From an optimization exercise on the open Yosys and OpenROAD flow, aimed at small area and a short achievable clock period; shortcuts taken in it are not production practice.
Function was not checked in any run shown here: the RTL went through the layout flow alone.
No activity file was given, so power comes from the tool's default toggle rates.

==> flow/design.v (outline; a module is shown in full before it is edited, if it fits) <==
// module pid_controller: 1224 lines
// module pid_fa: 4 lines
// module pid_pg: 4 lines
// module pid_carry16: 24 lines
// module pid_bpp: 3 lines
// module pid_ha: 4 lines
// module top: 23 lines
module top (
  input  logic        clk,
  input  logic        rst_n,
  input  logic [15:0] setpoint,
  input  logic [15:0] feedback,
  input  logic [15:0] Kp,
  input  logic [15:0] Ki,
  input  logic [15:0] Kd,
  input  logic [15:0] clk_prescaler,
  output logic [15:0] control_signal
);
  // ...
==> flow/flow/run.sh <==
#!/bin/bash
# The standard layout, with the port buffers made of plain buf_1 cells
# instead of the delay buffers buffer_ports picks on its own, and a larger
# setup margin for timing repair.
set -euo pipefail
export BUFFER_PORTS_ARGS="-buffer_cell sky130_fd_sc_hd__buf_1"
bash standard.sh SETUP_SLACK_MARGIN=6.5 finish > standard.log 2>&1
==> flow/standard.sh <==
#!/bin/bash
# synth_recipe.tcl (not shown) runs the flow's synth.tcl, then flattens the netlist and writes it again
# the make line also repeats each setting of config.mk as NAME=value (left out here)
make -C /OpenROAD-flow-scripts/flow DESIGN_CONFIG=/design/flow/config.mk WORK_HOME=/design/flow/orfs CLKGATE_MAP_FILE= SYNTH_SCRIPT=/design/flow/synth_recipe.tcl "${@:-finish}"
==> flow/config.mk <==
export PLATFORM = sky130hd
export DESIGN_NAME = top
export DESIGN_NICKNAME = top
export VERILOG_FILES = /design/flow/design.v
export SDC_FILE = /design/flow/constraint.sdc
export NUM_CORES = 4
export LEC_CHECK = 0
export CAP_MARGIN = 20
export CORE_MARGIN = 2
export CORE_UTILIZATION = 40
export CTS_BUF_LIST = sky130_fd_sc_hd__clkbuf_4 sky130_fd_sc_hd__clkbuf_8
export CTS_CLUSTER_SIZE = 40
export SETUP_SLACK_MARGIN = 5
export SLEW_MARGIN = 20
export SYNTH_HIERARCHICAL = 1
export SYNTH_MINIMUM_KEEP_SIZE = 0
==> flow/constraint.sdc <==
create_clock -name core_clock -period 12.5 [get_ports {clk}]
set_input_delay 2.5000 -clock core_clock [delete_from_list [all_inputs] [get_ports {clk}]]
set_output_delay 2.5000 -clock core_clock [all_outputs]
set_load 0.01 [all_outputs]
==> key figures, run 1 <==
Final layout
  • Final net count: 1,965
  • Non-filler cells in the finished layout: 2,087
  • Clk tree area frac: 0.02154
  • Ant. Diodes: 0
  • Multi-input combinational area share: 0.7078
  • Top cell category: multi-input gates

Logic synthesis
  • Synthesis Warnings: 10
  • Count of flip-flops with a built-in enable after synthesis: 0
  • Unique masters post-synth: 45
  • Synth area leaders: fa_1, dfrtp_1, xnor2_1, a22o_1, ha_1
  • Mux cell area share after synthesis: 0.02815
  • Synth top cells by count: xnor2_1, fa_1, a22o_1

STA
  • Slew Limit Fails: 0
  • Setup_tns: 0 ns
  • Final hold vios: 0
  • Hold Slack: 0.4939 ns
  • RSZ-0062 raised after global routing: yes

Global routing
  • Met3 Track Usage GR: 0.03612
  • Grt peak-use layer: met2
  • Pin count of the biggest net entering global routing: 70

Pwr
  • Total power draw: 4.161 mW
  • Internal power: 2.073 mW
  • Largest Pwr Group: combinational logic

CTS
  • Clock-pin slew on the worst setup and hold paths: 0.09 ns
  • Resized cells post-CTS: 40
  • Clock Tree Root: clkbuf_8

Routing
  • Met3 routed WL: 2320 um
  • WL/cell: 21.29 um
  • Initial DRT Pass Iterations: 5
  • Top sig layer: met5
  • Wire length on met1: 19,140 um

Critical path
  • Crit path to: u_dut.C3[14]$_DFF_PN0_
  • CP peak stage delay: 0.54 ns
  • Worst Setup End Kind: flip-flop

Run status
  • Outcome: complete, no violations

Floorplanning
  • Die W: 201.5 um
  • CORE AREA: 0.03856 mm^2
==> run 2: changes to the inputs <==
--- a/flow/design.v
+++ b/flow/design.v
@@ -79,20 +79,20 @@
   assign X1[15] = smp ? I1[15] : C1[15];
   wire [15:0] X2;
   assign X2[0] = 1'b0;
   assign X2[1] = 1'b0;
   assign X2[2] = 1'b0;
   assign X2[3] = 1'b0;
   assign X2[4] = 1'b0;
   assign X2[5] = 1'b0;
-  assign X2[6] = 1'b0;
-  assign X2[7] = 1'b0;
-  assign X2[8] = ~smp & C2[8];
-  assign X2[9] = ~smp & C2[9];
+  assign X2[6] = ~smp & C2[6];
+  assign X2[7] = ~smp & C2[7];
+  assign X2[8] = smp ? I2[8] : C2[8];
+  assign X2[9] = smp ? I2[9] : C2[9];
   assign X2[10] = smp ? I2[10] : C2[10];
   assign X2[11] = smp ? I2[11] : C2[11];
   assign X2[12] = smp ? I2[12] : C2[12];
   assign X2[13] = smp ? I2[13] : C2[13];
   assign X2[14] = smp ? I2[14] : C2[14];
   assign X2[15] = smp ? I2[15] : C2[15];
   wire [15:0] X3;
   assign X3[0] = 1'b0;
@@ -100,18 +100,18 @@
   assign X3[2] = 1'b0;
   assign X3[3] = 1'b0;
   assign X3[4] = 1'b0;
   assign X3[5] = 1'b0;
   assign X3[6] = 1'b0;
   assign X3[7] = 1'b0;
   assign X3[8] = 1'b0;
   assign X3[9] = 1'b0;
-  assign X3[10] = 1'b0;
-  assign X3[11] = 1'b0;
+  assign X3[10] = ~smp & C3[10];
+  assign X3[11] = ~smp & C3[11];
   assign X3[12] = ~smp & C3[12];
   assign X3[13] = ~smp & C3[13];
   assign X3[14] = ~smp & C3[14];
   assign X3[15] = ~smp & C3[15];
   wire e_p0, e_g0;
   pid_pg u_e_pg0 (.a(setpoint[0]), .b(~feedback[0]), .g(e_g0), .p(e_p0));
   wire e_p1, e_g1;
   pid_pg u_e_pg1 (.a(setpoint[1]), .b(~feedback[1]), .g(e_g1), .p(e_p1));
@@ -745,87 +745,87 @@
   pid_fa u_it_33 (.a(I0[7]), .b(I1[7]), .c(it_26), .s(it_33), .co(it_34));
   wire it_35, it_36;
   pid_fa u_it_35 (.a(it_33), .b(kie_p0_7), .c(kie_p1_5), .s(it_35), .co(it_36));
   wire it_37, it_38;
   pid_fa u_it_37 (.a(kie_p2_3), .b(kie_p3_1), .c(it_28), .s(it_37), .co(it_38));
   wire it_39, it_40;
   pid_fa u_it_39 (.a(it_30), .b(it_35), .c(it_32), .s(it_39), .co(it_40));
   wire it_41, it_42;
-  pid_fa u_it_41 (.a(I0[8]), .b(I1[8]), .c(kid_neg4), .s(it_41), .co(it_42));
+  pid_fa u_it_41 (.a(I0[8]), .b(I1[8]), .c(I2[8]), .s(it_41), .co(it_42));
   wire it_43, it_44;
-  pid_fa u_it_43 (.a(it_41), .b(it_34), .c(kie_p0_8), .s(it_43), .co(it_44));
+  pid_fa u_it_43 (.a(it_41), .b(kid_neg4), .c(it_34), .s(it_43), .co(it_44));
   wire it_45, it_46;
-  pid_fa u_it_45 (.a(kie_p1_6), .b(kie_p2_4), .c(kie_p3_2), .s(it_45), .co(it_46));
+  pid_fa u_it_45 (.a(kie_p0_8), .b(kie_p1_6), .c(kie_p2_4), .s(it_45), .co(it_46));
   wire it_47, it_48;
-  pid_fa u_it_47 (.a(kie_p4_0), .b(it_36), .c(it_43), .s(it_47), .co(it_48));
+  pid_fa u_it_47 (.a(kie_p3_2), .b(kie_p4_0), .c(it_43), .s(it_47), .co(it_48));
   wire it_49, it_50;
-  pid_fa u_it_49 (.a(it_45), .b(it_38), .c(it_47), .s(it_49), .co(it_50));
+  pid_fa u_it_49 (.a(it_36), .b(it_45), .c(it_47), .s(it_49), .co(it_50));
   wire it_51, it_52;
-  pid_fa u_it_51 (.a(I0[9]), .b(I1[9]), .c(it_42), .s(it_51), .co(it_52));
+  pid_fa u_it_51 (.a(I0[9]), .b(I1[9]), .c(I2[9]), .s(it_51), .co(it_52));
   wire it_53, it_54;
-  pid_fa u_it_53 (.a(it_51), .b(kie_p0_9), .c(kie_p1_7), .s(it_53), .co(it_54));
+  pid_fa u_it_53 (.a(it_42), .b(it_51), .c(kie_p0_9), .s(it_53), .co(it_54));
   wire it_55, it_56;
-  pid_fa u_it_55 (.a(kie_p2_5), .b(kie_p3_3), .c(kie_p4_1), .s(it_55), .co(it_56));
+  pid_fa u_it_55 (.a(kie_p1_7), .b(kie_p2_5), .c(kie_p3_3), .s(it_55), .co(it_56));
   wire it_57, it_58;
-  pid_fa u_it_57 (.a(it_44), .b(it_46), .c(it_53), .s(it_57), .co(it_58));
+  pid_fa u_it_57 (.a(kie_p4_1), .b(it_44), .c(it_46), .s(it_57), .co(it_58));
   wire it_59, it_60;
-  pid_fa u_it_59 (.a(it_55), .b(it_48), .c(it_57), .s(it_59), .co(it_60));
+  pid_fa u_it_59 (.a(it_53), .b(it_55), .c(it_48), .s(it_59), .co(it_60));
   wire it_61, it_62;
   pid_fa u_it_61 (.a(I0[10]), .b(I1[10]), .c(I2[10]), .s(it_61), .co(it_62));
   wire it_63, it_64;
-  pid_fa u_it_63 (.a(it_61), .b(kid_neg5), .c(it_52), .s(it_63), .co(it_64));
+  pid_fa u_it_63 (.a(it_52), .b(it_61), .c(kid_neg5), .s(it_63), .co(it_64));
   wire it_65, it_66;
   pid_fa u_it_65 (.a(it_63), .b(kie_p0_10), .c(kie_p1_8), .s(it_65), .co(it_66));
   wire it_67, it_68;
   pid_fa u_it_67 (.a(kie_p2_6), .b(kie_p3_4), .c(kie_p4_2), .s(it_67), .co(it_68));
   wire it_69, it_70;
   pid_fa u_it_69 (.a(kie_p5_0), .b(it_54), .c(it_56), .s(it_69), .co(it_70));
   wire it_71, it_72;
   pid_fa u_it_71 (.a(it_65), .b(it_67), .c(it_58), .s(it_71), .co(it_72));
   wire it_73, it_74;
   pid_fa u_it_73 (.a(I0[11]), .b(I1[11]), .c(I2[11]), .s(it_73), .co(it_74));
   wire it_75, it_76;
   pid_fa u_it_75 (.a(it_62), .b(it_73), .c(it_64), .s(it_75), .co(it_76));
   wire it_77, it_78;
-  pid_fa u_it_77 (.a(kie_p0_11), .b(kie_p1_9), .c(kie_p2_7), .s(it_77), .co(it_78));
+  pid_fa u_it_77 (.a(it_75), .b(kie_p0_11), .c(kie_p1_9), .s(it_77), .co(it_78));
   wire it_79, it_80;
-  pid_fa u_it_79 (.a(kie_p3_5), .b(kie_p4_3), .c(kie_p5_1), .s(it_79), .co(it_80));
+  pid_fa u_it_79 (.a(kie_p2_7), .b(kie_p3_5), .c(kie_p4_3), .s(it_79), .co(it_80));
   wire it_81, it_82;
-  pid_fa u_it_81 (.a(it_75), .b(it_66), .c(it_68), .s(it_81), .co(it_82));
+  pid_fa u_it_81 (.a(kie_p5_1), .b(it_66), .c(it_68), .s(it_81), .co(it_82));
   wire it_83, it_84;
   pid_fa u_it_83 (.a(it_77), .b(it_79), .c(it_70), .s(it_83), .co(it_84));
   wire it_85, it_86;
   pid_fa u_it_85 (.a(I0[12]), .b(I1[12]), .c(I2[12]), .s(it_85), .co(it_86));
   wire it_87, it_88;
   pid_fa u_it_87 (.a(it_74), .b(it_85), .c(kid_neg6), .s(it_87), .co(it_88));
   wire it_89, it_90;
-  pid_fa u_it_89 (.a(it_87), .b(kie_p0_12), .c(kie_p1_10), .s(it_89), .co(it_90));
+  pid_fa u_it_89 (.a(it_87), .b(it_76), .c(kie_p0_12), .s(it_89), .co(it_90));
   wire it_91, it_92;
-  pid_fa u_it_91 (.a(kie_p2_8), .b(kie_p3_6), .c(kie_p4_4), .s(it_91), .co(it_92));
+  pid_fa u_it_91 (.a(kie_p1_10), .b(kie_p2_8), .c(kie_p3_6), .s(it_91), .co(it_92));
   wire it_93, it_94;
-  pid_fa u_it_93 (.a(kie_p5_2), .b(kie_p6_0), .c(it_76), .s(it_93), .co(it_94));
+  pid_fa u_it_93 (.a(kie_p4_4), .b(kie_p5_2), .c(kie_p6_0), .s(it_93), .co(it_94));
   wire it_95, it_96;
   pid_fa u_it_95 (.a(it_78), .b(it_80), .c(it_89), .s(it_95), .co(it_96));
   wire it_97, it_98;
   pid_fa u_it_97 (.a(it_91), .b(it_93), .c(it_82), .s(it_97), .co(it_98));
   wire it_99, it_100;
   pid_fa u_it_99 (.a(I0[13]), .b(I1[13]), .c(I2[13]), .s(it_99), .co(it_100));
   wire it_101, it_102;
   pid_fa u_it_101 (.a(it_86), .b(it_99), .c(it_88), .s(it_101), .co(it_102));
   wire it_103, it_104;
   pid_fa u_it_103 (.a(it_101), .b(kie_p0_13), .c(kie_p1_11), .s(it_103), .co(it_104));
   wire it_105, it_106;
   pid_fa u_it_105 (.a(kie_p2_9), .b(kie_p3_7), .c(kie_p4_5), .s(it_105), .co(it_106));
   wire it_107, it_108;
   pid_fa u_it_107 (.a(kie_p5_3), .b(kie_p6_1), .c(it_90), .s(it_107), .co(it_108));
   wire it_109, it_110;
-  pid_fa u_it_109 (.a(it_92), .b(it_103), .c(it_105), .s(it_109), .co(it_110));
+  pid_fa u_it_109 (.a(it_92), .b(it_94), .c(it_103), .s(it_109), .co(it_110));
   wire it_111, it_112;
-  pid_fa u_it_111 (.a(it_94), .b(it_96), .c(it_107), .s(it_111), .co(it_112));
+  pid_fa u_it_111 (.a(it_105), .b(it_96), .c(it_107), .s(it_111), .co(it_112));
   wire it_113, it_114;
   pid_fa u_it_113 (.a(I0[14]), .b(I1[14]), .c(I2[14]), .s(it_113), .co(it_114));
   wire it_115, it_116;
   pid_fa u_it_115 (.a(it_100), .b(it_113), .c(kid_neg7), .s(it_115), .co(it_116));
   wire it_117, it_118;
   pid_fa u_it_117 (.a(it_115), .b(it_102), .c(kie_p0_14), .s(it_117), .co(it_118));
   wire it_119, it_120;
   pid_fa u_it_119 (.a(kie_p1_12), .b(kie_p2_10), .c(kie_p3_8), .s(it_119), .co(it_120));
@@ -879,79 +879,79 @@
   pid_fa u_ct_23 (.a(kse_p0_3), .b(kse_p1_1), .c(ct_16), .s(ct_23), .co(ct_24));
   wire ct_25, ct_26;
   pid_fa u_ct_25 (.a(pd_neg2), .b(X0[4]), .c(X1[4]), .s(ct_25), .co(ct_26));
   wire ct_27, ct_28;
   pid_fa u_ct_27 (.a(ct_25), .b(ct_18), .c(kdp_p0_4), .s(ct_27), .co(ct_28));
   wire ct_29, ct_30;
   pid_fa u_ct_29 (.a(kdp_p1_2), .b(kdp_p2_0), .c(ct_20), .s(ct_29), .co(ct_30));
   wire ct_31, ct_32;
-  pid_fa u_ct_31 (.a(ct_27), .b(ct_29), .c(ed_neg2), .s(ct_31), .co(ct_32));
+  pid_fa u_ct_31 (.a(ct_27), .b(ed_neg2), .c(ct_29), .s(ct_31), .co(ct_32));
   wire ct_33, ct_34;
   pid_fa u_ct_33 (.a(kse_p0_4), .b(kse_p1_2), .c(kse_p2_0), .s(ct_33), .co(ct_34));
   wire ct_35, ct_36;
   pid_fa u_ct_35 (.a(ct_31), .b(ct_22), .c(ct_33), .s(ct_35), .co(ct_36));
   wire ct_37, ct_38;
   pid_fa u_ct_37 (.a(X0[5]), .b(X1[5]), .c(ct_26), .s(ct_37), .co(ct_38));
   wire ct_39, ct_40;
   pid_fa u_ct_39 (.a(ct_37), .b(kdp_p0_5), .c(kdp_p1_3), .s(ct_39), .co(ct_40));
   wire ct_41, ct_42;
   pid_fa u_ct_41 (.a(kdp_p2_1), .b(ct_28), .c(ct_39), .s(ct_41), .co(ct_42));
   wire ct_43, ct_44;
-  pid_fa u_ct_43 (.a(ct_30), .b(ct_41), .c(ct_32), .s(ct_43), .co(ct_44));
+  pid_fa u_ct_43 (.a(ct_30), .b(ct_41), .c(kse_p0_5), .s(ct_43), .co(ct_44));
   wire ct_45, ct_46;
-  pid_fa u_ct_45 (.a(kse_p0_5), .b(kse_p1_3), .c(kse_p2_1), .s(ct_45), .co(ct_46));
+  pid_fa u_ct_45 (.a(kse_p1_3), .b(kse_p2_1), .c(ct_32), .s(ct_45), .co(ct_46));
   wire ct_47, ct_48;
   pid_fa u_ct_47 (.a(ct_34), .b(ct_43), .c(ct_45), .s(ct_47), .co(ct_48));
   wire ct_49, ct_50;
   pid_fa u_ct_49 (.a(pd_neg3), .b(X0[6]), .c(X1[6]), .s(ct_49), .co(ct_50));
   wire ct_51, ct_52;
-  pid_fa u_ct_51 (.a(ct_49), .b(ct_38), .c(kdp_p0_6), .s(ct_51), .co(ct_52));
+  pid_fa u_ct_51 (.a(X2[6]), .b(ct_49), .c(ct_38), .s(ct_51), .co(ct_52));
   wire ct_53, ct_54;
-  pid_fa u_ct_53 (.a(kdp_p1_4), .b(kdp_p2_2), .c(kdp_p3_0), .s(ct_53), .co(ct_54));
+  pid_fa u_ct_53 (.a(ct_51), .b(kdp_p0_6), .c(kdp_p1_4), .s(ct_53), .co(ct_54));
   wire ct_55, ct_56;
-  pid_fa u_ct_55 (.a(ct_40), .b(ct_51), .c(ct_53), .s(ct_55), .co(ct_56));
+  pid_fa u_ct_55 (.a(kdp_p2_2), .b(kdp_p3_0), .c(ct_40), .s(ct_55), .co(ct_56));
   wire ct_57, ct_58;
-  pid_fa u_ct_57 (.a(ct_42), .b(ct_55), .c(ed_neg3), .s(ct_57), .co(ct_58));
+  pid_fa u_ct_57 (.a(ct_53), .b(ed_neg3), .c(ct_42), .s(ct_57), .co(ct_58));
   wire ct_59, ct_60;
-  pid_fa u_ct_59 (.a(kse_p0_6), .b(kse_p1_4), .c(kse_p2_2), .s(ct_59), .co(ct_60));
+  pid_fa u_ct_59 (.a(ct_55), .b(kse_p0_6), .c(kse_p1_4), .s(ct_59), .co(ct_60));
   wire ct_61, ct_62;
-  pid_fa u_ct_61 (.a(kse_p3_0), .b(ct_57), .c(ct_44), .s(ct_61), .co(ct_62));
+  pid_fa u_ct_61 (.a(kse_p2_2), .b(kse_p3_0), .c(ct_57), .s(ct_61), .co(ct_62));
   wire ct_63, ct_64;
-  pid_fa u_ct_63 (.a(ct_46), .b(ct_59), .c(ct_61), .s(ct_63), .co(ct_64));
+  pid_fa u_ct_63 (.a(ct_44), .b(ct_59), .c(ct_46), .s(ct_63), .co(ct_64));
   wire ct_65, ct_66;
-  pid_fa u_ct_65 (.a(X0[7]), .b(X1[7]), .c(ct_50), .s(ct_65), .co(ct_66));
+  pid_fa u_ct_65 (.a(X0[7]), .b(X1[7]), .c(X2[7]), .s(ct_65), .co(ct_66));
   wire ct_67, ct_68;
-  pid_fa u_ct_67 (.a(ct_65), .b(kdp_p0_7), .c(kdp_p1_5), .s(ct_67), .co(ct_68));
+  pid_fa u_ct_67 (.a(ct_50), .b(ct_65), .c(ct_52), .s(ct_67), .co(ct_68));
   wire ct_69, ct_70;
-  pid_fa u_ct_69 (.a(kdp_p2_3), .b(kdp_p3_1), .c(ct_52), .s(ct_69), .co(ct_70));
+  pid_fa u_ct_69 (.a(ct_67), .b(kdp_p0_7), .c(kdp_p1_5), .s(ct_69), .co(ct_70));
   wire ct_71, ct_72;
-  pid_fa u_ct_71 (.a(ct_54), .b(ct_67), .c(ct_56), .s(ct_71), .co(ct_72));
+  pid_fa u_ct_71 (.a(kdp_p2_3), .b(kdp_p3_1), .c(ct_54), .s(ct_71), .co(ct_72));
   wire ct_73, ct_74;
-  pid_fa u_ct_73 (.a(ct_69), .b(ct_71), .c(ct_58), .s(ct_73), .co(ct_74));
+  pid_fa u_ct_73 (.a(ct_69), .b(ct_56), .c(ct_71), .s(ct_73), .co(ct_74));
   wire ct_75, ct_76;
   pid_fa u_ct_75 (.a(kse_p0_7), .b(kse_p1_5), .c(kse_p2_3), .s(ct_75), .co(ct_76));
   wire ct_77, ct_78;
-  pid_fa u_ct_77 (.a(kse_p3_1), .b(ct_60), .c(ct_73), .s(ct_77), .co(ct_78));
+  pid_fa u_ct_77 (.a(kse_p3_1), .b(ct_58), .c(ct_73), .s(ct_77), .co(ct_78));
   wire ct_79, ct_80;
-  pid_fa u_ct_79 (.a(ct_75), .b(ct_62), .c(ct_77), .s(ct_79), .co(ct_80));
+  pid_fa u_ct_79 (.a(ct_60), .b(ct_75), .c(ct_62), .s(ct_79), .co(ct_80));
   wire ct_81, ct_82;
   pid_fa u_ct_81 (.a(pd_neg4), .b(X0[8]), .c(X1[8]), .s(ct_81), .co(ct_82));
   wire ct_83, ct_84;
-  pid_fa u_ct_83 (.a(X2[8]), .b(ct_81), .c(ct_66), .s(ct_83), .co(ct_84));
+  pid_fa u_ct_83 (.a(X2[8]), .b(ct_66), .c(ct_81), .s(ct_83), .co(ct_84));
   wire ct_85, ct_86;
-  pid_fa u_ct_85 (.a(ct_83), .b(kdp_p0_8), .c(kdp_p1_6), .s(ct_85), .co(ct_86));
+  pid_fa u_ct_85 (.a(ct_83), .b(ct_68), .c(kdp_p0_8), .s(ct_85), .co(ct_86));
   wire ct_87, ct_88;
-  pid_fa u_ct_87 (.a(kdp_p2_4), .b(kdp_p3_2), .c(kdp_p4_0), .s(ct_87), .co(ct_88));
+  pid_fa u_ct_87 (.a(kdp_p1_6), .b(kdp_p2_4), .c(kdp_p3_2), .s(ct_87), .co(ct_88));
   wire ct_89, ct_90;
-  pid_fa u_ct_89 (.a(ct_68), .b(ct_85), .c(ct_87), .s(ct_89), .co(ct_90));
+  pid_fa u_ct_89 (.a(kdp_p4_0), .b(ct_70), .c(ct_85), .s(ct_89), .co(ct_90));
   wire ct_91, ct_92;
-  pid_fa u_ct_91 (.a(ct_70), .b(ct_89), .c(ed_neg4), .s(ct_91), .co(ct_92));
+  pid_fa u_ct_91 (.a(ct_87), .b(ed_neg4), .c(ct_72), .s(ct_91), .co(ct_92));
   wire ct_93, ct_94;
-  pid_fa u_ct_93 (.a(ct_72), .b(kse_p0_8), .c(kse_p1_6), .s(ct_93), .co(ct_94));
+  pid_fa u_ct_93 (.a(ct_89), .b(kse_p0_8), .c(kse_p1_6), .s(ct_93), .co(ct_94));
   wire ct_95, ct_96;
   pid_fa u_ct_95 (.a(kse_p2_4), .b(kse_p3_2), .c(kse_p4_0), .s(ct_95), .co(ct_96));
   wire ct_97, ct_98;
   pid_fa u_ct_97 (.a(ct_91), .b(ct_74), .c(ct_76), .s(ct_97), .co(ct_98));
   wire ct_99, ct_100;
   pid_fa u_ct_99 (.a(ct_93), .b(ct_95), .c(ct_78), .s(ct_99), .co(ct_100));
   wire ct_101, ct_102;
   pid_fa u_ct_101 (.a(X0[9]), .b(X1[9]), .c(X2[9]), .s(ct_101), .co(ct_102));
@@ -961,127 +961,127 @@
   pid_fa u_ct_105 (.a(ct_103), .b(kdp_p0_9), .c(kdp_p1_7), .s(ct_105), .co(ct_106));
   wire ct_107, ct_108;
   pid_fa u_ct_107 (.a(kdp_p2_5), .b(kdp_p3_3), .c(kdp_p4_1), .s(ct_107), .co(ct_108));
   wire ct_109, ct_110;
   pid_fa u_ct_109 (.a(ct_86), .b(ct_88), .c(ct_105), .s(ct_109), .co(ct_110));
   wire ct_111, ct_112;
   pid_fa u_ct_111 (.a(ct_107), .b(ct_90), .c(ct_109), .s(ct_111), .co(ct_112));
   wire ct_113, ct_114;
-  pid_fa u_ct_113 (.a(ct_111), .b(ct_92), .c(kse_p0_9), .s(ct_113), .co(ct_114));
+  pid_fa u_ct_113 (.a(kse_p0_9), .b(kse_p1_7), .c(kse_p2_5), .s(ct_113), .co(ct_114));
   wire ct_115, ct_116;
-  pid_fa u_ct_115 (.a(kse_p1_7), .b(kse_p2_5), .c(kse_p3_3), .s(ct_115), .co(ct_116));
+  pid_fa u_ct_115 (.a(kse_p3_3), .b(kse_p4_1), .c(ct_92), .s(ct_115), .co(ct_116));
   wire ct_117, ct_118;
-  pid_fa u_ct_117 (.a(kse_p4_1), .b(ct_94), .c(ct_96), .s(ct_117), .co(ct_118));
+  pid_fa u_ct_117 (.a(ct_111), .b(ct_94), .c(ct_96), .s(ct_117), .co(ct_118));
   wire ct_119, ct_120;
   pid_fa u_ct_119 (.a(ct_113), .b(ct_115), .c(ct_98), .s(ct_119), .co(ct_120));
   wire ct_121, ct_122;
   pid_fa u_ct_121 (.a(pd_neg5), .b(X0[10]), .c(X1[10]), .s(ct_121), .co(ct_122));
   wire ct_123, ct_124;
-  pid_fa u_ct_123 (.a(X2[10]), .b(ct_102), .c(ct_121), .s(ct_123), .co(ct_124));
+  pid_fa u_ct_123 (.a(X2[10]), .b(X3[10]), .c(ct_102), .s(ct_123), .co(ct_124));
   wire ct_125, ct_126;
-  pid_fa u_ct_125 (.a(ct_123), .b(ct_104), .c(kdp_p0_10), .s(ct_125), .co(ct_126));
+  pid_fa u_ct_125 (.a(ct_121), .b(ct_123), .c(ct_104), .s(ct_125), .co(ct_126));
   wire ct_127, ct_128;
-  pid_fa u_ct_127 (.a(kdp_p1_8), .b(kdp_p2_6), .c(kdp_p3_4), .s(ct_127), .co(ct_128));
+  pid_fa u_ct_127 (.a(ct_125), .b(kdp_p0_10), .c(kdp_p1_8), .s(ct_127), .co(ct_128));
   wire ct_129, ct_130;
-  pid_fa u_ct_129 (.a(kdp_p4_2), .b(kdp_p5_0), .c(ct_106), .s(ct_129), .co(ct_130));
+  pid_fa u_ct_129 (.a(kdp_p2_6), .b(kdp_p3_4), .c(kdp_p4_2), .s(ct_129), .co(ct_130));
   wire ct_131, ct_132;
-  pid_fa u_ct_131 (.a(ct_108), .b(ct_125), .c(ct_127), .s(ct_131), .co(ct_132));
+  pid_fa u_ct_131 (.a(kdp_p5_0), .b(ct_106), .c(ct_108), .s(ct_131), .co(ct_132));
   wire ct_133, ct_134;
-  pid_fa u_ct_133 (.a(ct_110), .b(ct_129), .c(ct_131), .s(ct_133), .co(ct_134));
+  pid_fa u_ct_133 (.a(ct_127), .b(ct_129), .c(ed_neg5), .s(ct_133), .co(ct_134));
   wire ct_135, ct_136;
-  pid_fa u_ct_135 (.a(ed_neg5), .b(ct_112), .c(ct_133), .s(ct_135), .co(ct_136));
+  pid_fa u_ct_135 (.a(ct_110), .b(ct_131), .c(kse_p0_10), .s(ct_135), .co(ct_136));
   wire ct_137, ct_138;
-  pid_fa u_ct_137 (.a(kse_p0_10), .b(kse_p1_8), .c(kse_p2_6), .s(ct_137), .co(ct_138));
+  pid_fa u_ct_137 (.a(kse_p1_8), .b(kse_p2_6), .c(kse_p3_4), .s(ct_137), .co(ct_138));
   wire ct_139, ct_140;
-  pid_fa u_ct_139 (.a(kse_p3_4), .b(kse_p4_2), .c(kse_p5_0), .s(ct_139), .co(ct_140));
+  pid_fa u_ct_139 (.a(kse_p4_2), .b(kse_p5_0), .c(ct_133), .s(ct_139), .co(ct_140));
   wire ct_141, ct_142;
-  pid_fa u_ct_141 (.a(ct_135), .b(ct_114), .c(ct_116), .s(ct_141), .co(ct_142));
+  pid_fa u_ct_141 (.a(ct_112), .b(ct_114), .c(ct_135), .s(ct_141), .co(ct_142));
   wire ct_143, ct_144;
-  pid_fa u_ct_143 (.a(ct_137), .b(ct_139), .c(ct_118), .s(ct_143), .co(ct_144));
+  pid_fa u_ct_143 (.a(ct_137), .b(ct_139), .c(ct_116), .s(ct_143), .co(ct_144));
   wire ct_145, ct_146;
   pid_fa u_ct_145 (.a(X0[11]), .b(X1[11]), .c(X2[11]), .s(ct_145), .co(ct_146));
   wire ct_147, ct_148;
-  pid_fa u_ct_147 (.a(ct_122), .b(ct_145), .c(ct_124), .s(ct_147), .co(ct_148));
+  pid_fa u_ct_147 (.a(X3[11]), .b(ct_122), .c(ct_145), .s(ct_147), .co(ct_148));
   wire ct_149, ct_150;
-  pid_fa u_ct_149 (.a(ct_147), .b(kdp_p0_11), .c(kdp_p1_9), .s(ct_149), .co(ct_150));
+  pid_fa u_ct_149 (.a(ct_124), .b(ct_147), .c(ct_126), .s(ct_149), .co(ct_150));
   wire ct_151, ct_152;
-  pid_fa u_ct_151 (.a(kdp_p2_7), .b(kdp_p3_5), .c(kdp_p4_3), .s(ct_151), .co(ct_152));
+  pid_fa u_ct_151 (.a(ct_149), .b(kdp_p0_11), .c(kdp_p1_9), .s(ct_151), .co(ct_152));
   wire ct_153, ct_154;
-  pid_fa u_ct_153 (.a(kdp_p5_1), .b(ct_126), .c(ct_128), .s(ct_153), .co(ct_154));
+  pid_fa u_ct_153 (.a(kdp_p2_7), .b(kdp_p3_5), .c(kdp_p4_3), .s(ct_153), .co(ct_154));
   wire ct_155, ct_156;
-  pid_fa u_ct_155 (.a(ct_149), .b(ct_151), .c(ct_130), .s(ct_155), .co(ct_156));
+  pid_fa u_ct_155 (.a(kdp_p5_1), .b(ct_128), .c(ct_130), .s(ct_155), .co(ct_156));
   wire ct_157, ct_158;
-  pid_fa u_ct_157 (.a(ct_132), .b(ct_153), .c(ct_155), .s(ct_157), .co(ct_158));
+  pid_fa u_ct_157 (.a(ct_151), .b(ct_153), .c(ct_132), .s(ct_157), .co(ct_158));
   wire ct_159, ct_160;
-  pid_fa u_ct_159 (.a(ct_134), .b(kse_p0_11), .c(kse_p1_9), .s(ct_159), .co(ct_160));
+  pid_fa u_ct_159 (.a(ct_155), .b(ct_134), .c(kse_p0_11), .s(ct_159), .co(ct_160));
   wire ct_161, ct_162;
-  pid_fa u_ct_161 (.a(kse_p2_7), .b(kse_p3_5), .c(kse_p4_3), .s(ct_161), .co(ct_162));
+  pid_fa u_ct_161 (.a(kse_p1_9), .b(kse_p2_7), .c(kse_p3_5), .s(ct_161), .co(ct_162));
   wire ct_163, ct_164;
-  pid_fa u_ct_163 (.a(kse_p5_1), .b(ct_157), .c(ct_136), .s(ct_163), .co(ct_164));
+  pid_fa u_ct_163 (.a(kse_p4_3), .b(kse_p5_1), .c(ct_157), .s(ct_163), .co(ct_164));
   wire ct_165, ct_166;
-  pid_fa u_ct_165 (.a(ct_138), .b(ct_140), .c(ct_159), .s(ct_165), .co(ct_166));
+  pid_fa u_ct_165 (.a(ct_136), .b(ct_138), .c(ct_140), .s(ct_165), .co(ct_166));
   wire ct_167, ct_168;
-  pid_fa u_ct_167 (.a(ct_161), .b(ct_163), .c(ct_142), .s(ct_167), .co(ct_168));
+  pid_fa u_ct_167 (.a(ct_159), .b(ct_161), .c(ct_163), .s(ct_167), .co(ct_168));
   wire ct_169, ct_170;
   pid_fa u_ct_169 (.a(pd_neg6), .b(X0[12]), .c(X1[12]), .s(ct_169), .co(ct_170));
   wire ct_171, ct_172;
   pid_fa u_ct_171 (.a(X2[12]), .b(X3[12]), .c(ct_146), .s(ct_171), .co(ct_172));
   wire ct_173, ct_174;
-  pid_fa u_ct_173 (.a(ct_169), .b(ct_171), .c(ct_148), .s(ct_173), .co(ct_174));
+  pid_fa u_ct_173 (.a(ct_169), .b(ct_148), .c(ct_171), .s(ct_173), .co(ct_174));
   wire ct_175, ct_176;
-  pid_fa u_ct_175 (.a(ct_173), .b(kdp_p0_12), .c(kdp_p1_10), .s(ct_175), .co(ct_176));
+  pid_fa u_ct_175 (.a(ct_173), .b(ct_150), .c(kdp_p0_12), .s(ct_175), .co(ct_176));
   wire ct_177, ct_178;
-  pid_fa u_ct_177 (.a(kdp_p2_8), .b(kdp_p3_6), .c(kdp_p4_4), .s(ct_177), .co(ct_178));
+  pid_fa u_ct_177 (.a(kdp_p1_10), .b(kdp_p2_8), .c(kdp_p3_6), .s(ct_177), .co(ct_178));
   wire ct_179, ct_180;
-  pid_fa u_ct_179 (.a(kdp_p5_2), .b(kdp_p6_0), .c(ct_150), .s(ct_179), .co(ct_180));
+  pid_fa u_ct_179 (.a(kdp_p4_4), .b(kdp_p5_2), .c(kdp_p6_0), .s(ct_179), .co(ct_180));
   wire ct_181, ct_182;
-  pid_fa u_ct_181 (.a(ct_152), .b(ct_175), .c(ct_177), .s(ct_181), .co(ct_182));
+  pid_fa u_ct_181 (.a(ct_152), .b(ct_154), .c(ct_175), .s(ct_181), .co(ct_182));
   wire ct_183, ct_184;
-  pid_fa u_ct_183 (.a(ct_154), .b(ct_179), .c(ct_181), .s(ct_183), .co(ct_184));
+  pid_fa u_ct_183 (.a(ct_177), .b(ct_179), .c(ed_neg6), .s(ct_183), .co(ct_184));
   wire ct_185, ct_186;
-  pid_fa u_ct_185 (.a(ed_neg6), .b(ct_156), .c(ct_183), .s(ct_185), .co(ct_186));
+  pid_fa u_ct_185 (.a(ct_156), .b(ct_181), .c(kse_p0_12), .s(ct_185), .co(ct_186));
   wire ct_187, ct_188;
-  pid_fa u_ct_187 (.a(kse_p0_12), .b(kse_p1_10), .c(kse_p2_8), .s(ct_187), .co(ct_188));
+  pid_fa u_ct_187 (.a(kse_p1_10), .b(kse_p2_8), .c(kse_p3_6), .s(ct_187), .co(ct_188));
   wire ct_189, ct_190;
-  pid_fa u_ct_189 (.a(kse_p3_6), .b(kse_p4_4), .c(kse_p5_2), .s(ct_189), .co(ct_190));
+  pid_fa u_ct_189 (.a(kse_p4_4), .b(kse_p5_2), .c(kse_p6_0), .s(ct_189), .co(ct_190));
   wire ct_191, ct_192;
-  pid_fa u_ct_191 (.a(kse_p6_0), .b(ct_158), .c(ct_185), .s(ct_191), .co(ct_192));
+  pid_fa u_ct_191 (.a(ct_183), .b(ct_158), .c(ct_160), .s(ct_191), .co(ct_192));
   wire ct_193, ct_194;
-  pid_fa u_ct_193 (.a(ct_160), .b(ct_162), .c(ct_187), .s(ct_193), .co(ct_194));
+  pid_fa u_ct_193 (.a(ct_162), .b(ct_185), .c(ct_187), .s(ct_193), .co(ct_194));
   wire ct_195, ct_196;
-  pid_fa u_ct_195 (.a(ct_189), .b(ct_164), .c(ct_191), .s(ct_195), .co(ct_196));
+  pid_fa u_ct_195 (.a(ct_189), .b(ct_164), .c(ct_166), .s(ct_195), .co(ct_196));
   wire ct_197, ct_198;
   pid_fa u_ct_197 (.a(X0[13]), .b(X1[13]), .c(X2[13]), .s(ct_197), .co(ct_198));
   wire ct_199, ct_200;
   pid_fa u_ct_199 (.a(X3[13]), .b(ct_170), .c(ct_197), .s(ct_199), .co(ct_200));
   wire ct_201, ct_202;
   pid_fa u_ct_201 (.a(ct_172), .b(ct_199), .c(ct_174), .s(ct_201), .co(ct_202));
   wire ct_203, ct_204;
   pid_fa u_ct_203 (.a(ct_201), .b(kdp_p0_13), .c(kdp_p1_11), .s(ct_203), .co(ct_204));
   wire ct_205, ct_206;
   pid_fa u_ct_205 (.a(kdp_p2_9), .b(kdp_p3_7), .c(kdp_p4_5), .s(ct_205), .co(ct_206));
   wire ct_207, ct_208;
   pid_fa u_ct_207 (.a(kdp_p5_3), .b(kdp_p6_1), .c(ct_176), .s(ct_207), .co(ct_208));
   wire ct_209, ct_210;
-  pid_fa u_ct_209 (.a(ct_178), .b(ct_203), .c(ct_205), .s(ct_209), .co(ct_210));
+  pid_fa u_ct_209 (.a(ct_178), .b(ct_180), .c(ct_203), .s(ct_209), .co(ct_210));
   wire ct_211, ct_212;
-  pid_fa u_ct_211 (.a(ct_180), .b(ct_182), .c(ct_207), .s(ct_211), .co(ct_212));
+  pid_fa u_ct_211 (.a(ct_205), .b(ct_182), .c(ct_207), .s(ct_211), .co(ct_212));
   wire ct_213, ct_214;
-  pid_fa u_ct_213 (.a(ct_209), .b(ct_184), .c(ct_211), .s(ct_213), .co(ct_214));
+  pid_fa u_ct_213 (.a(ct_209), .b(ct_184), .c(kse_p0_13), .s(ct_213), .co(ct_214));
   wire ct_215, ct_216;
-  pid_fa u_ct_215 (.a(kse_p0_13), .b(kse_p1_11), .c(kse_p2_9), .s(ct_215), .co(ct_216));
+  pid_fa u_ct_215 (.a(kse_p1_11), .b(kse_p2_9), .c(kse_p3_7), .s(ct_215), .co(ct_216));
   wire ct_217, ct_218;
-  pid_fa u_ct_217 (.a(kse_p3_7), .b(kse_p4_5), .c(kse_p5_3), .s(ct_217), .co(ct_218));
+  pid_fa u_ct_217 (.a(kse_p4_5), .b(kse_p5_3), .c(kse_p6_1), .s(ct_217), .co(ct_218));
   wire ct_219, ct_220;
-  pid_fa u_ct_219 (.a(kse_p6_1), .b(ct_186), .c(ct_213), .s(ct_219), .co(ct_220));
+  pid_fa u_ct_219 (.a(ct_211), .b(ct_186), .c(ct_188), .s(ct_219), .co(ct_220));
   wire ct_221, ct_222;
-  pid_fa u_ct_221 (.a(ct_188), .b(ct_190), .c(ct_215), .s(ct_221), .co(ct_222));
+  pid_fa u_ct_221 (.a(ct_190), .b(ct_213), .c(ct_215), .s(ct_221), .co(ct_222));
   wire ct_223, ct_224;
-  pid_fa u_ct_223 (.a(ct_217), .b(ct_192), .c(ct_219), .s(ct_223), .co(ct_224));
+  pid_fa u_ct_223 (.a(ct_217), .b(ct_192), .c(ct_194), .s(ct_223), .co(ct_224));
   wire ct_225, ct_226;
   pid_fa u_ct_225 (.a(pd_neg7), .b(X0[14]), .c(X1[14]), .s(ct_225), .co(ct_226));
   wire ct_227, ct_228;
   pid_fa u_ct_227 (.a(X2[14]), .b(X3[14]), .c(ct_198), .s(ct_227), .co(ct_228));
   wire ct_229, ct_230;
   pid_fa u_ct_229 (.a(ct_225), .b(ct_200), .c(ct_227), .s(ct_229), .co(ct_230));
   wire ct_231, ct_232;
   pid_fa u_ct_231 (.a(ct_229), .b(ct_202), .c(kdp_p0_14), .s(ct_231), .co(ct_232));
@@ -1089,29 +1089,29 @@
   pid_fa u_ct_233 (.a(kdp_p1_12), .b(kdp_p2_10), .c(kdp_p3_8), .s(ct_233), .co(ct_234));
   wire ct_235, ct_236;
   pid_fa u_ct_235 (.a(kdp_p4_6), .b(kdp_p5_4), .c(kdp_p6_2), .s(ct_235), .co(ct_236));
   wire ct_237, ct_238;
   pid_fa u_ct_237 (.a(kdp_p7_0), .b(ct_204), .c(ct_206), .s(ct_237), .co(ct_238));
   wire ct_239, ct_240;
   pid_fa u_ct_239 (.a(ct_231), .b(ct_233), .c(ct_235), .s(ct_239), .co(ct_240));
   wire ct_241, ct_242;
-  pid_fa u_ct_241 (.a(ct_208), .b(ct_210), .c(ct_237), .s(ct_241), .co(ct_242));
+  pid_fa u_ct_241 (.a(ed_neg7), .b(ct_208), .c(ct_210), .s(ct_241), .co(ct_242));
   wire ct_243, ct_244;
-  pid_fa u_ct_243 (.a(ct_239), .b(ed_neg7), .c(ct_212), .s(ct_243), .co(ct_244));
+  pid_fa u_ct_243 (.a(ct_237), .b(ct_239), .c(kse_p0_14), .s(ct_243), .co(ct_244));
   wire ct_245, ct_246;
-  pid_fa u_ct_245 (.a(ct_241), .b(kse_p0_14), .c(kse_p1_12), .s(ct_245), .co(ct_246));
+  pid_fa u_ct_245 (.a(kse_p1_12), .b(kse_p2_10), .c(kse_p3_8), .s(ct_245), .co(ct_246));
   wire ct_247, ct_248;
-  pid_fa u_ct_247 (.a(kse_p2_10), .b(kse_p3_8), .c(kse_p4_6), .s(ct_247), .co(ct_248));
+  pid_fa u_ct_247 (.a(kse_p4_6), .b(kse_p5_4), .c(kse_p6_2), .s(ct_247), .co(ct_248));
   wire ct_249, ct_250;
-  pid_fa u_ct_249 (.a(kse_p5_4), .b(kse_p6_2), .c(kse_p7_0), .s(ct_249), .co(ct_250));
+  pid_fa u_ct_249 (.a(kse_p7_0), .b(ct_212), .c(ct_241), .s(ct_249), .co(ct_250));
   wire ct_251, ct_252;
-  pid_fa u_ct_251 (.a(ct_214), .b(ct_243), .c(ct_216), .s(ct_251), .co(ct_252));
+  pid_fa u_ct_251 (.a(ct_214), .b(ct_216), .c(ct_218), .s(ct_251), .co(ct_252));
   wire ct_253, ct_254;
-  pid_fa u_ct_253 (.a(ct_218), .b(ct_245), .c(ct_247), .s(ct_253), .co(ct_254));
+  pid_fa u_ct_253 (.a(ct_243), .b(ct_245), .c(ct_247), .s(ct_253), .co(ct_254));
   wire ct_255, ct_256;
   pid_fa u_ct_255 (.a(ct_249), .b(ct_220), .c(ct_222), .s(ct_255), .co(ct_256));
   wire ct_257, ct_258;
   pid_fa u_ct_257 (.a(X0[15]), .b(X1[15]), .c(X2[15]), .s(ct_257), .co(ct_258));
   wire ct_259, ct_260;
   pid_fa u_ct_259 (.a(X3[15]), .b(ct_226), .c(ct_257), .s(ct_259), .co(ct_260));
   wire ct_261, ct_262;
   pid_fa u_ct_261 (.a(ct_228), .b(ct_259), .c(ct_230), .s(ct_261), .co(ct_262));
@@ -1123,106 +1123,114 @@
   pid_fa u_ct_267 (.a(kdp_p5_5), .b(kdp_p6_3), .c(kdp_p7_1), .s(ct_267), .co(ct_268));
   wire ct_269, ct_270;
   pid_fa u_ct_269 (.a(ct_232), .b(ct_234), .c(ct_236), .s(ct_269), .co(ct_270));
   wire ct_271, ct_272;
   pid_fa u_ct_271 (.a(ct_263), .b(ct_265), .c(ct_267), .s(ct_271), .co(ct_272));
   wire ct_273, ct_274;
   pid_fa u_ct_273 (.a(ct_238), .b(ct_240), .c(ct_269), .s(ct_273), .co(ct_274));
   wire ct_275, ct_276;
-  pid_fa u_ct_275 (.a(ct_271), .b(ct_242), .c(ct_273), .s(ct_275), .co(ct_276));
+  pid_fa u_ct_275 (.a(ct_271), .b(kse_p0_15), .c(kse_p1_13), .s(ct_275), .co(ct_276));
   wire ct_277, ct_278;
-  pid_fa u_ct_277 (.a(kse_p0_15), .b(kse_p1_13), .c(kse_p2_11), .s(ct_277), .co(ct_278));
+  pid_fa u_ct_277 (.a(kse_p2_11), .b(kse_p3_9), .c(kse_p4_7), .s(ct_277), .co(ct_278));
   wire ct_279, ct_280;
-  pid_fa u_ct_279 (.a(kse_p3_9), .b(kse_p4_7), .c(kse_p5_5), .s(ct_279), .co(ct_280));
+  pid_fa u_ct_279 (.a(kse_p5_5), .b(kse_p6_3), .c(kse_p7_1), .s(ct_279), .co(ct_280));
   wire ct_281, ct_282;
-  pid_fa u_ct_281 (.a(kse_p6_3), .b(kse_p7_1), .c(ct_244), .s(ct_281), .co(ct_282));
+  pid_fa u_ct_281 (.a(ct_242), .b(ct_273), .c(ct_244), .s(ct_281), .co(ct_282));
   wire ct_283, ct_284;
-  pid_fa u_ct_283 (.a(ct_275), .b(ct_246), .c(ct_248), .s(ct_283), .co(ct_284));
+  pid_fa u_ct_283 (.a(ct_246), .b(ct_248), .c(ct_275), .s(ct_283), .co(ct_284));
   wire ct_285, ct_286;
-  pid_fa u_ct_285 (.a(ct_250), .b(ct_277), .c(ct_279), .s(ct_285), .co(ct_286));
+  pid_fa u_ct_285 (.a(ct_277), .b(ct_279), .c(ct_250), .s(ct_285), .co(ct_286));
   wire ct_287, ct_288;
-  pid_fa u_ct_287 (.a(ct_281), .b(ct_252), .c(ct_254), .s(ct_287), .co(ct_288));
+  pid_fa u_ct_287 (.a(ct_252), .b(ct_254), .c(ct_281), .s(ct_287), .co(ct_288));
   always_ff @(posedge clk or negedge rst_n) begin
     if (!rst_n) begin
       prev <= 16'h0000;
       I0 <= 16'h0000;
       I1 <= 16'h0000;
       I2 <= 16'h0000;
       C0 <= 16'h0000;
       C1 <= 16'h0000;
       C2 <= 16'h0000;
       C3 <= 16'h0000;
     end else begin
       if (smp) prev <= e;
-      I0 <= {it_141, it_125, it_109, it_95, it_81, it_69, it_50, it_40, it_37, it_24, it_18, it_15, it_8, kie_p1_0, it_3, it_1};
-      I1 <= {it_128, it_112, it_98, it_84, it_72, it_60, it_59, it_49, it_39, it_31, it_23, it_17, it_11, it_7, kie_p0_1, kie_p0_0};
-      I2 <= {it_143, it_127, it_111, it_97, it_83, it_71, 1'b0, 1'b0, 1'b0, 1'b0, 1'b0, 1'b0, 1'b0, 1'b0, 1'b0, 1'b0};
-      C0 <= {ct_283, ct_251, ct_194, ct_166, ct_165, ct_141, ct_117, ct_97, ct_64, ct_48, ct_36, ct_24, ct_21, ct_8, kse_p0_1, kse_p0_0};
-      C1 <= {ct_285, ct_253, ct_221, ct_193, ct_144, ct_120, ct_100, ct_80, ct_79, ct_63, ct_47, ct_35, ct_23, ct_15, ct_7, ct_3};
-      C2 <= {ct_256, ct_224, ct_196, ct_195, ct_167, ct_143, ct_119, ct_99, 1'b0, 1'b0, 1'b0, 1'b0, 1'b0, 1'b0, 1'b0, 1'b0};
-      C3 <= {ct_287, ct_255, ct_223, ct_168, 1'b0, 1'b0, 1'b0, 1'b0, 1'b0, 1'b0, 1'b0, 1'b0, 1'b0, 1'b0, 1'b0, 1'b0};
+      I0 <= {it_141, it_125, it_109, it_95, it_81, it_69, it_57, it_38, it_37, it_24, it_18, it_15, it_8, kie_p1_0, it_3, it_1};
+      I1 <= {it_128, it_112, it_98, it_84, it_72, it_60, it_50, it_49, it_39, it_31, it_23, it_17, it_11, it_7, kie_p0_1, kie_p0_0};
+      I2 <= {it_143, it_127, it_111, it_97, it_83, it_71, it_59, it_40, 1'b0, 1'b0, 1'b0, 1'b0, 1'b0, 1'b0, 1'b0, 1'b0};
+      C0 <= {ct_283, ct_251, ct_219, ct_191, ct_142, ct_118, ct_117, ct_97, ct_77, ct_61, ct_36, ct_24, ct_21, ct_8, kse_p0_1, kse_p0_0};
+      C1 <= {ct_285, ct_253, ct_221, ct_193, ct_165, ct_141, ct_100, ct_80, ct_64, ct_48, ct_47, ct_35, ct_23, ct_15, ct_7, ct_3};
+      C2 <= {ct_256, ct_224, ct_196, ct_168, ct_144, ct_143, ct_119, ct_99, ct_79, ct_63, 1'b0, 1'b0, 1'b0, 1'b0, 1'b0, 1'b0};
+      C3 <= {ct_287, ct_255, ct_223, ct_195, ct_167, ct_120, 1'b0, 1'b0, 1'b0, 1'b0, 1'b0, 1'b0, 1'b0, 1'b0, 1'b0, 1'b0};
     end
   end
   wire ot_1, ot_2;
-  pid_ha u_ot_1 (.a(C0[8]), .b(C1[8]), .s(ot_1), .co(ot_2));
+  pid_ha u_ot_1 (.a(C0[6]), .b(C1[6]), .s(ot_1), .co(ot_2));
   wire ot_3, ot_4;
-  pid_fa u_ot_3 (.a(C0[9]), .b(C1[9]), .c(C2[9]), .s(ot_3), .co(ot_4));
+  pid_fa u_ot_3 (.a(C0[7]), .b(C1[7]), .c(C2[7]), .s(ot_3), .co(ot_4));
   wire ot_5, ot_6;
-  pid_fa u_ot_5 (.a(C0[10]), .b(C1[10]), .c(C2[10]), .s(ot_5), .co(ot_6));
+  pid_fa u_ot_5 (.a(C0[8]), .b(C1[8]), .c(C2[8]), .s(ot_5), .co(ot_6));
   wire ot_7, ot_8;
-  pid_fa u_ot_7 (.a(C0[11]), .b(C1[11]), .c(C2[11]), .s(ot_7), .co(ot_8));
+  pid_fa u_ot_7 (.a(C0[9]), .b(C1[9]), .c(C2[9]), .s(ot_7), .co(ot_8));
   wire ot_9, ot_10;
-  pid_fa u_ot_9 (.a(C0[12]), .b(C1[12]), .c(C2[12]), .s(ot_9), .co(ot_10));
+  pid_fa u_ot_9 (.a(C0[10]), .b(C1[10]), .c(C2[10]), .s(ot_9), .co(ot_10));
   wire ot_11, ot_12;
-  pid_ha u_ot_11 (.a(C3[12]), .b(ot_8), .s(ot_11), .co(ot_12));
+  pid_ha u_ot_11 (.a(C3[10]), .b(ot_8), .s(ot_11), .co(ot_12));
   wire ot_13, ot_14;
-  pid_fa u_ot_13 (.a(C0[13]), .b(C1[13]), .c(C2[13]), .s(ot_13), .co(ot_14));
+  pid_fa u_ot_13 (.a(C0[11]), .b(C1[11]), .c(C2[11]), .s(ot_13), .co(ot_14));
   wire ot_15, ot_16;
-  pid_fa u_ot_15 (.a(C3[13]), .b(ot_10), .c(ot_13), .s(ot_15), .co(ot_16));
+  pid_fa u_ot_15 (.a(C3[11]), .b(ot_10), .c(ot_13), .s(ot_15), .co(ot_16));
   wire ot_17, ot_18;
-  pid_fa u_ot_17 (.a(C0[14]), .b(C1[14]), .c(C2[14]), .s(ot_17), .co(ot_18));
+  pid_fa u_ot_17 (.a(C0[12]), .b(C1[12]), .c(C2[12]), .s(ot_17), .co(ot_18));
   wire ot_19, ot_20;
-  pid_fa u_ot_19 (.a(C3[14]), .b(ot_14), .c(ot_17), .s(ot_19), .co(ot_20));
+  pid_fa u_ot_19 (.a(C3[12]), .b(ot_14), .c(ot_17), .s(ot_19), .co(ot_20));
   wire ot_21, ot_22;
-  pid_fa u_ot_21 (.a(C0[15]), .b(C1[15]), .c(C2[15]), .s(ot_21), .co(ot_22));
+  pid_fa u_ot_21 (.a(C0[13]), .b(C1[13]), .c(C2[13]), .s(ot_21), .co(ot_22));
   wire ot_23, ot_24;
-  pid_fa u_ot_23 (.a(C3[15]), .b(ot_18), .c(ot_21), .s(ot_23), .co(ot_24));
+  pid_fa u_ot_23 (.a(C3[13]), .b(ot_18), .c(ot_21), .s(ot_23), .co(ot_24));
+  wire ot_25, ot_26;
+  pid_fa u_ot_25 (.a(C0[14]), .b(C1[14]), .c(C2[14]), .s(ot_25), .co(ot_26));
+  wire ot_27, ot_28;
+  pid_fa u_ot_27 (.a(C3[14]), .b(ot_22), .c(ot_25), .s(ot_27), .co(ot_28));
+  wire ot_29, ot_30;
+  pid_fa u_ot_29 (.a(C0[15]), .b(C1[15]), .c(C2[15]), .s(ot_29), .co(ot_30));
+  wire ot_31, ot_32;
+  pid_fa u_ot_31 (.a(C3[15]), .b(ot_26), .c(ot_29), .s(ot_31), .co(ot_32));
   wire csum_p0, csum_g0;
   pid_pg u_csum_pg0 (.a(C0[0]), .b(C1[0]), .g(csum_g0), .p(csum_p0));
   wire csum_p1, csum_g1;
   pid_pg u_csum_pg1 (.a(C0[1]), .b(C1[1]), .g(csum_g1), .p(csum_p1));
   wire csum_p2, csum_g2;
   pid_pg u_csum_pg2 (.a(C0[2]), .b(C1[2]), .g(csum_g2), .p(csum_p2));
   wire csum_p3, csum_g3;
   pid_pg u_csum_pg3 (.a(C0[3]), .b(C1[3]), .g(csum_g3), .p(csum_p3));
   wire csum_p4, csum_g4;
   pid_pg u_csum_pg4 (.a(C0[4]), .b(C1[4]), .g(csum_g4), .p(csum_p4));
   wire csum_p5, csum_g5;
   pid_pg u_csum_pg5 (.a(C0[5]), .b(C1[5]), .g(csum_g5), .p(csum_p5));
   wire csum_p6, csum_g6;
-  pid_pg u_csum_pg6 (.a(C0[6]), .b(C1[6]), .g(csum_g6), .p(csum_p6));
+  pid_pg u_csum_pg6 (.a(C2[6]), .b(ot_1), .g(csum_g6), .p(csum_p6));
   wire csum_p7, csum_g7;
-  pid_pg u_csum_pg7 (.a(C0[7]), .b(C1[7]), .g(csum_g7), .p(csum_p7));
+  pid_pg u_csum_pg7 (.a(ot_2), .b(ot_3), .g(csum_g7), .p(csum_p7));
   wire csum_p8, csum_g8;
-  pid_pg u_csum_pg8 (.a(C2[8]), .b(ot_1), .g(csum_g8), .p(csum_p8));
+  pid_pg u_csum_pg8 (.a(ot_4), .b(ot_5), .g(csum_g8), .p(csum_p8));
   wire csum_p9, csum_g9;
-  pid_pg u_csum_pg9 (.a(ot_2), .b(ot_3), .g(csum_g9), .p(csum_p9));
+  pid_pg u_csum_pg9 (.a(ot_6), .b(ot_7), .g(csum_g9), .p(csum_p9));
   wire csum_p10, csum_g10;
-  pid_pg u_csum_pg10 (.a(ot_4), .b(ot_5), .g(csum_g10), .p(csum_p10));
+  pid_pg u_csum_pg10 (.a(ot_9), .b(ot_11), .g(csum_g10), .p(csum_p10));
   wire csum_p11, csum_g11;
-  pid_pg u_csum_pg11 (.a(ot_6), .b(ot_7), .g(csum_g11), .p(csum_p11));
+  pid_pg u_csum_pg11 (.a(ot_12), .b(ot_15), .g(csum_g11), .p(csum_p11));
   wire csum_p12, csum_g12;
-  pid_pg u_csum_pg12 (.a(ot_9), .b(ot_11), .g(csum_g12), .p(csum_p12));
+  pid_pg u_csum_pg12 (.a(ot_16), .b(ot_19), .g(csum_g12), .p(csum_p12));
   wire csum_p13, csum_g13;
-  pid_pg u_csum_pg13 (.a(ot_12), .b(ot_15), .g(csum_g13), .p(csum_p13));
+  pid_pg u_csum_pg13 (.a(ot_20), .b(ot_23), .g(csum_g13), .p(csum_p13));
   wire csum_p14, csum_g14;
-  pid_pg u_csum_pg14 (.a(ot_16), .b(ot_19), .g(csum_g14), .p(csum_p14));
+  pid_pg u_csum_pg14 (.a(ot_24), .b(ot_27), .g(csum_g14), .p(csum_p14));
   wire csum_p15, csum_g15;
-  pid_pg u_csum_pg15 (.a(ot_20), .b(ot_23), .g(csum_g15), .p(csum_p15));
+  pid_pg u_csum_pg15 (.a(ot_28), .b(ot_31), .g(csum_g15), .p(csum_p15));
   wire [15:0] csum_c;
   pid_carry16 u_csum_cy (.g({csum_g15, csum_g14, csum_g13, csum_g12, csum_g11, csum_g10, csum_g9, csum_g8, csum_g7, csum_g6, csum_g5, csum_g4, csum_g3, csum_g2, csum_g1, csum_g0}), .p({csum_p15, csum_p14, csum_p13, csum_p12, csum_p11, csum_p10, csum_p9, csum_p8, csum_p7, csum_p6, csum_p5, csum_p4, csum_p3, csum_p2, csum_p1, csum_p0}), .ci(1'b0), .c(csum_c));
   wire [15:0] csum = {csum_p15, csum_p14, csum_p13, csum_p12, csum_p11, csum_p10, csum_p9, csum_p8, csum_p7, csum_p6, csum_p5, csum_p4, csum_p3, csum_p2, csum_p1, csum_p0} ^ csum_c;
   assign control_signal = csum;
 endmodule
 module pid_fa(input logic a, b, c, output logic s, co);
   assign s = a ^ b ^ c;
   assign co = (a & b) | (a & c) | (b & c);
==> flow/config.mk (replaced) <==
export PLATFORM = sky130hd
export DESIGN_NAME = top
export DESIGN_NICKNAME = top
export VERILOG_FILES = /design/flow/design.v
export SDC_FILE = /design/flow/constraint.sdc
export NUM_CORES = 4
export LEC_CHECK = 0
export CAP_MARGIN = 20
export CORE_MARGIN = 2
export CORE_UTILIZATION = 40
export SETUP_SLACK_MARGIN = 5
export SLEW_MARGIN = 20
export SYNTH_HIERARCHICAL = 1
export SYNTH_MINIMUM_KEEP_SIZE = 0
==> run 2 against run 1 <==
Highest routed layer is now met4. Final cell count increased by 1.0%. Largest power group unchanged. First-iteration DRC count decreased by 16%. Design area increased by 3.3%. Die area increased by 1.7%. Still clean. Synthesized cell count increased by 1.0%.
==> key figures, run 2 <==
STA
  • Final period demand of the worst path: 5.946 ns (was 5.952 ns)
  • Crit share post-route: 0.4757 (was 0.4761)
  • Slew headroom: 0.2977 (was 0.3034)
  • # setup viols final: 0 (unchanged)
  • Final hold vios: 0 (unchanged)
  • RSZ-0062 raised after global routing: yes (unchanged)
  • Setup_tns: 0 ns (unchanged)
  • Measured slew at the worst slew-check pin: 1.044 ns (was 1.040 ns)
  • Highest clock rate: 0.1682 GHz (was 0.1680 GHz)
  • Slew Limit Fails: 0 (unchanged)
  • Clock skew: 0.01076 ns (was 0.02083 ns)

CTS
  • CTS tree: built (unchanged)
  • Clock Latency Late Sink: 0.43 ns (was 0.47 ns)
  • Clock Tree Root: clkbuf_16 (was clkbuf_8)
  • Clock-pin slew on the worst setup and hold paths: 0.06 ns (was 0.09 ns)
  • Clk sinks: 121 (was 115)
  • Clock Tree Buf Depth: 2 (unchanged)
  • Hold_buf cts: 0 (unchanged)
  • Number of buffers created by CTS: 17 (unchanged)
  • Htree depth: 4 (unchanged)

Floorplanning
  • Die W: 203.2 um (was 201.5 um)
  • Ports: 114 (unchanged)
  • Rows: 72 (unchanged)
  • Die H: 203.2 um (was 201.5 um)
  • DIE AREA: 0.04128 mm^2 (was 0.04060 mm^2)
  • Initial Util: 0.4078 (was 0.4047)
  • CORE AREA: 0.03892 mm^2 (was 0.03856 mm^2)

Placed design
  • GP Congestion: 0.8932 (was 0.9053)
  • Port bufs: 113 (unchanged)
  • HPWL Detailed: 35,720 um (was 34,960 um)

Final layout
  • Finished Core Util: 0.4856 (was 0.4745)
  • Final net count: 1,990 (was 1,965)
  • Ant. Diodes: 0 (unchanged)
  • FILL cells: 3,580 (was 3,659)
  • Commonest non-fill, non-tap cells in the layout: fa_1, a22o_1, xnor2_1 (was a22o_1, fa_1, xnor2_1)
  • Commonest non-fill, non-tap cell in the layout: fa_1 (was a22o_1)
  • FF/Latch Area: 0.003032 mm^2 (was 0.002884 mm^2)
  • Area grow syn2layout: 19.08% (was 17.25%)
  • Share of post-route cells with drive strength above 1: 0.1818 (was 0.1778)
  • Multi-input logic area: 0.01310 mm^2 (was 0.01295 mm^2)

Logic synthesis
  • Synth Area per Inst: 11.34 um^2 (was 11.27 um^2)
  • Synth Register Bits: 121 (was 115)
  • Post-synth ARST share: 1.000 (unchanged)
  • Synth top area share: 0.2902 (was 0.2900)
  • Synth area leaders: fa_1, dfrtp_1, xnor2_1, a22o_1, ha_1 (unchanged)
  • Cell Area, Synth: 0.01587 mm^2 (was 0.01560 mm^2)
  • Post-synthesis cell count: 1,399 (was 1,385)
  • Synthesis Warnings: 10 (unchanged)
  • Count leader, synth: xnor2_1 (unchanged)
  • Count of flip-flops with a built-in enable after synthesis: 0 (unchanged)
  • Most common flop cell mapped by yosys: dfrtp_1 (unchanged)
  • Most area-hungry cell type in the Yosys netlist: fa_1 (unchanged)
  • Synth top cells by count: xnor2_1, fa_1, a22o_1 (unchanged)
  • Unique masters post-synth: 45 (unchanged)
  • Seq/Total Area, Yosys: 0.1908 (was 0.1844)

Routing
  • Routed Antenna Nets: 0 (unchanged)
  • DRC errors left: 0 (unchanged)
  • Total number of vias: 11.53k (was 11.47k)
  • Vias per inst: 5.471 (was 5.494)
  • Initial DRT Pass Iterations: 5 (unchanged)
  • Routed WL: 44,480 um (was 44,420 um)
  • WL/cell: 21.10 um (was 21.29 um)
  • Detailed Route Iter0 Violations: 728 (was 867)

Critical path
  • Crit path buf inv count: 4 (was 2)
  • Setup Crit Path Kind: in2reg (unchanged)
  • Largest fanout on the critical path: 6 (was 8)
  • Crit path max-delay cell type: fa_2 (unchanged)
  • Crit path DAT: 6.31 ns (was 6.36 ns)
  • Startpoint types: input port (unchanged)
  • CP cell instances: clkbuf_2 -> ha_4 -> a21o_4 -> nand4_1 -> nand2_2 -> a21o_4 -> a31o_4 -> xnor2_4 -> inv_6 -> ha_4 -> nor2_4 -> buf_12 -> buf_4 -> xnor2_1 -> a22o_1 -> fa_2 -> fa_2 -> fa_2 (was buf_1 -> nand2_4 -> inv_1 -> ha_1 -> nand4_1 -> a21oi_1 -> o2111ai_2 -> a32oi_2 -> xnor2_2 -> xnor2_1 -> a22o_1 -> fa_1 -> fa_2 -> fa_2)
  • Most used cell, CP: fa_2 (unchanged)
  • CP peak stage delay: 0.54 ns (about the same)
  • CP required: 12.87 ns (was 12.91 ns)
  • Worst Setup End Kind: flip-flop (unchanged)
  • Crit-path leading delay family: adder cells (unchanged)

Pwr
  • Seq pwr share: 0.129 (was 0.133)
  • Clock power frac: 0.111 (was 0.088)
  • Comb pwr share: 0.759 (was 0.780)
  • Worst VDD drop: 0.1702 mV (was 0.1550 mV)
  • P_sw: 2.213 mW (was 2.088 mW)
  • Cell leakage power: 8.791 nW (was 8.514 nW)
  • Internal power: 2.315 mW (was 2.073 mW)
  • Total power per unit cell area: 239.6 mW/mm^2 (was 227.5 mW/mm^2)
  • Switch share: 0.4887 (was 0.5018)

Global routing
  • Initial antenna violation count: 0 (was 1)
  • Pin count of the biggest net entering global routing: 71 (was 70)
  • GRT Util Overall: 0.2236 (was 0.2237)
  • Global-route wire length before repair: 70,080 um (was 69,370 um)
  • Vias in the first global route: 11.96k (was 11.91k)
  • Total gr overflow: 0 (unchanged)

Flow run
  • Max-Cap Viols: 0 (unchanged)

Worst hold path
  • Worst Hold Class: reg2reg (unchanged)

Run status
  • Outcome: complete, no violations (unchanged)
[run 2: Yosys stat by module, one instance, submodules excluded, a selection]
module          area, um^2  copies in the design  flops+latches
pid_ha               12.51                     2              0
pid_controller        7933                     1            121
pid_pg               12.51                    48              0
pid_carry16          271.5                     3              0
pid_bpp              8.758                   216              0
pid_fa               20.02                   230              0
[run 2: power groups by stage]
stage	registers [mW]	logic (mW)	clock network (mW)
2_1_floorplan	0.569	2.22	0
3_3_place_gp	0.594	3.30	0
3_5_place_dp	0.594	3.33	0
4_1_cts	0.588	3.43	0.514
5_1_grt	0.597	3.80	0.531
6_report	0.586	3.44	0.504
[run 2: layout make-up]
type,count,area share
inverters,70,0.01510
clock inverters,14,0.008608
clock buffers,18,0.02271
repair buffers,196,0.06568
multi-input cells,1171,0.6932
well taps,518,0.03430
flip-flops and latches,121,0.1604
[run 2: layer usage]
layer,share of wire,GRT usage,vias up
met5,0,0,-
met4,0.017,0.04692,0
met3,0.053,0.03244,37
met2,0.49,0.3720,343
met1,0.44,0.3112,5920
li1,-,-,5233
[run 2: stage by stage]
step                      worst slack (ns)  cells  hold slack (ns)  area (um^2)  power [mW]
after CTS                            6.511   2083           0.5084        18440       4.532
after detailed placement             5.212   2017           0.4993        17190       3.920
after global routing                 6.456   2108           0.5219        18900       4.929
after global placement               5.359   2017           0.4883        17190       3.892
final                                6.554   2108           0.4963        18900       4.528
after floorplan                      6.301   1403           0.4494        16140       2.789
[run 2: final timing paths]
kind | startpoint | to | slack, ns | cells past startpoint
setup / recovery | setpoint[0] | u_dut.C3[12]$_DFF_PN0_ | 6.55 | 18
hold / removal | u_dut.clk_divider[0]$_DFF_PN0_ | u_dut.clk_divider[0]$_DFF_PN0_ | 0.50 | 1
setup reg to reg | u_dut.smp$_DFF_PN0_ | u_dut.C3[14]$_DFF_PN0_ | 6.68 | 12
hold reg to reg | u_dut.clk_divider[0]$_DFF_PN0_ | u_dut.clk_divider[0]$_DFF_PN0_ | 0.50 | 1
max in group asynchronous | rst_n | u_dut.prev[6]$_DFFE_PN0P_ | 8.92 | 2
min in group asynchronous | rst_n | u_dut.clk_divider[0]$_DFF_PN0_ | 2.15 | 1
[run 2: kinds of logic (layout without fill, tap and decap cells)]
logic type | Yosys count | in the layout | synth area share
AO/OA/AOI/OAI | 329 | 329 | 0.1669
XOR/XNOR | 281 | 281 | 0.1570
adder cells (fa/ha/maj) | 315 | 315 | 0.3572
buffers and inverters | 111 | 298 | 0.03036
flip-flops | 121 | 121 | 0.1908
multiplexers | 41 | 41 | 0.02909
other | 2 | 6 | 0.0004733
AND/OR/NAND/NOR | 199 | 199 | 0.06820
[run 2: what timing repair did]
item | CTS | global route
resized for setup | 46 | 52
endpoints found under the setup margin | 43 | 15
buffers inserted | 33 | 25
gates cloned | 1 | 0
pin swaps | 25 | 38

afterwards: timing with drivers on the ports:
Ports are ideal in the flow. The routed layouts listed here were re-timed in OpenROAD. Step 1 sets driving cells, clkbuf_16 on the clock port and buf_2 on the other inputs (assumed; they add their load-dependent delay and slew). Step 2 times the ports against the registers' clock, not the clock port: input delays grow and output delays shrink by t, the midpoint of the rising clock arrivals with the driver on. Slacks: ideal / step 1 / step 2; pairs: ideal / step 1.
run	shift t [ns]	setup WS [ns]	latest minus earliest clock arrival (ns)
run 1	0.506	6.548 / 6.563 / 6.066	0.021 / 0.021
run 2	0.478	6.554 / 6.581 / 6.103	0.010 / 0.011
After both steps every run listed still meets setup and hold. For run 1, which loses most, drivers alone change the setup slack by +0.015 ns; drivers and shift together by -0.482 ns.
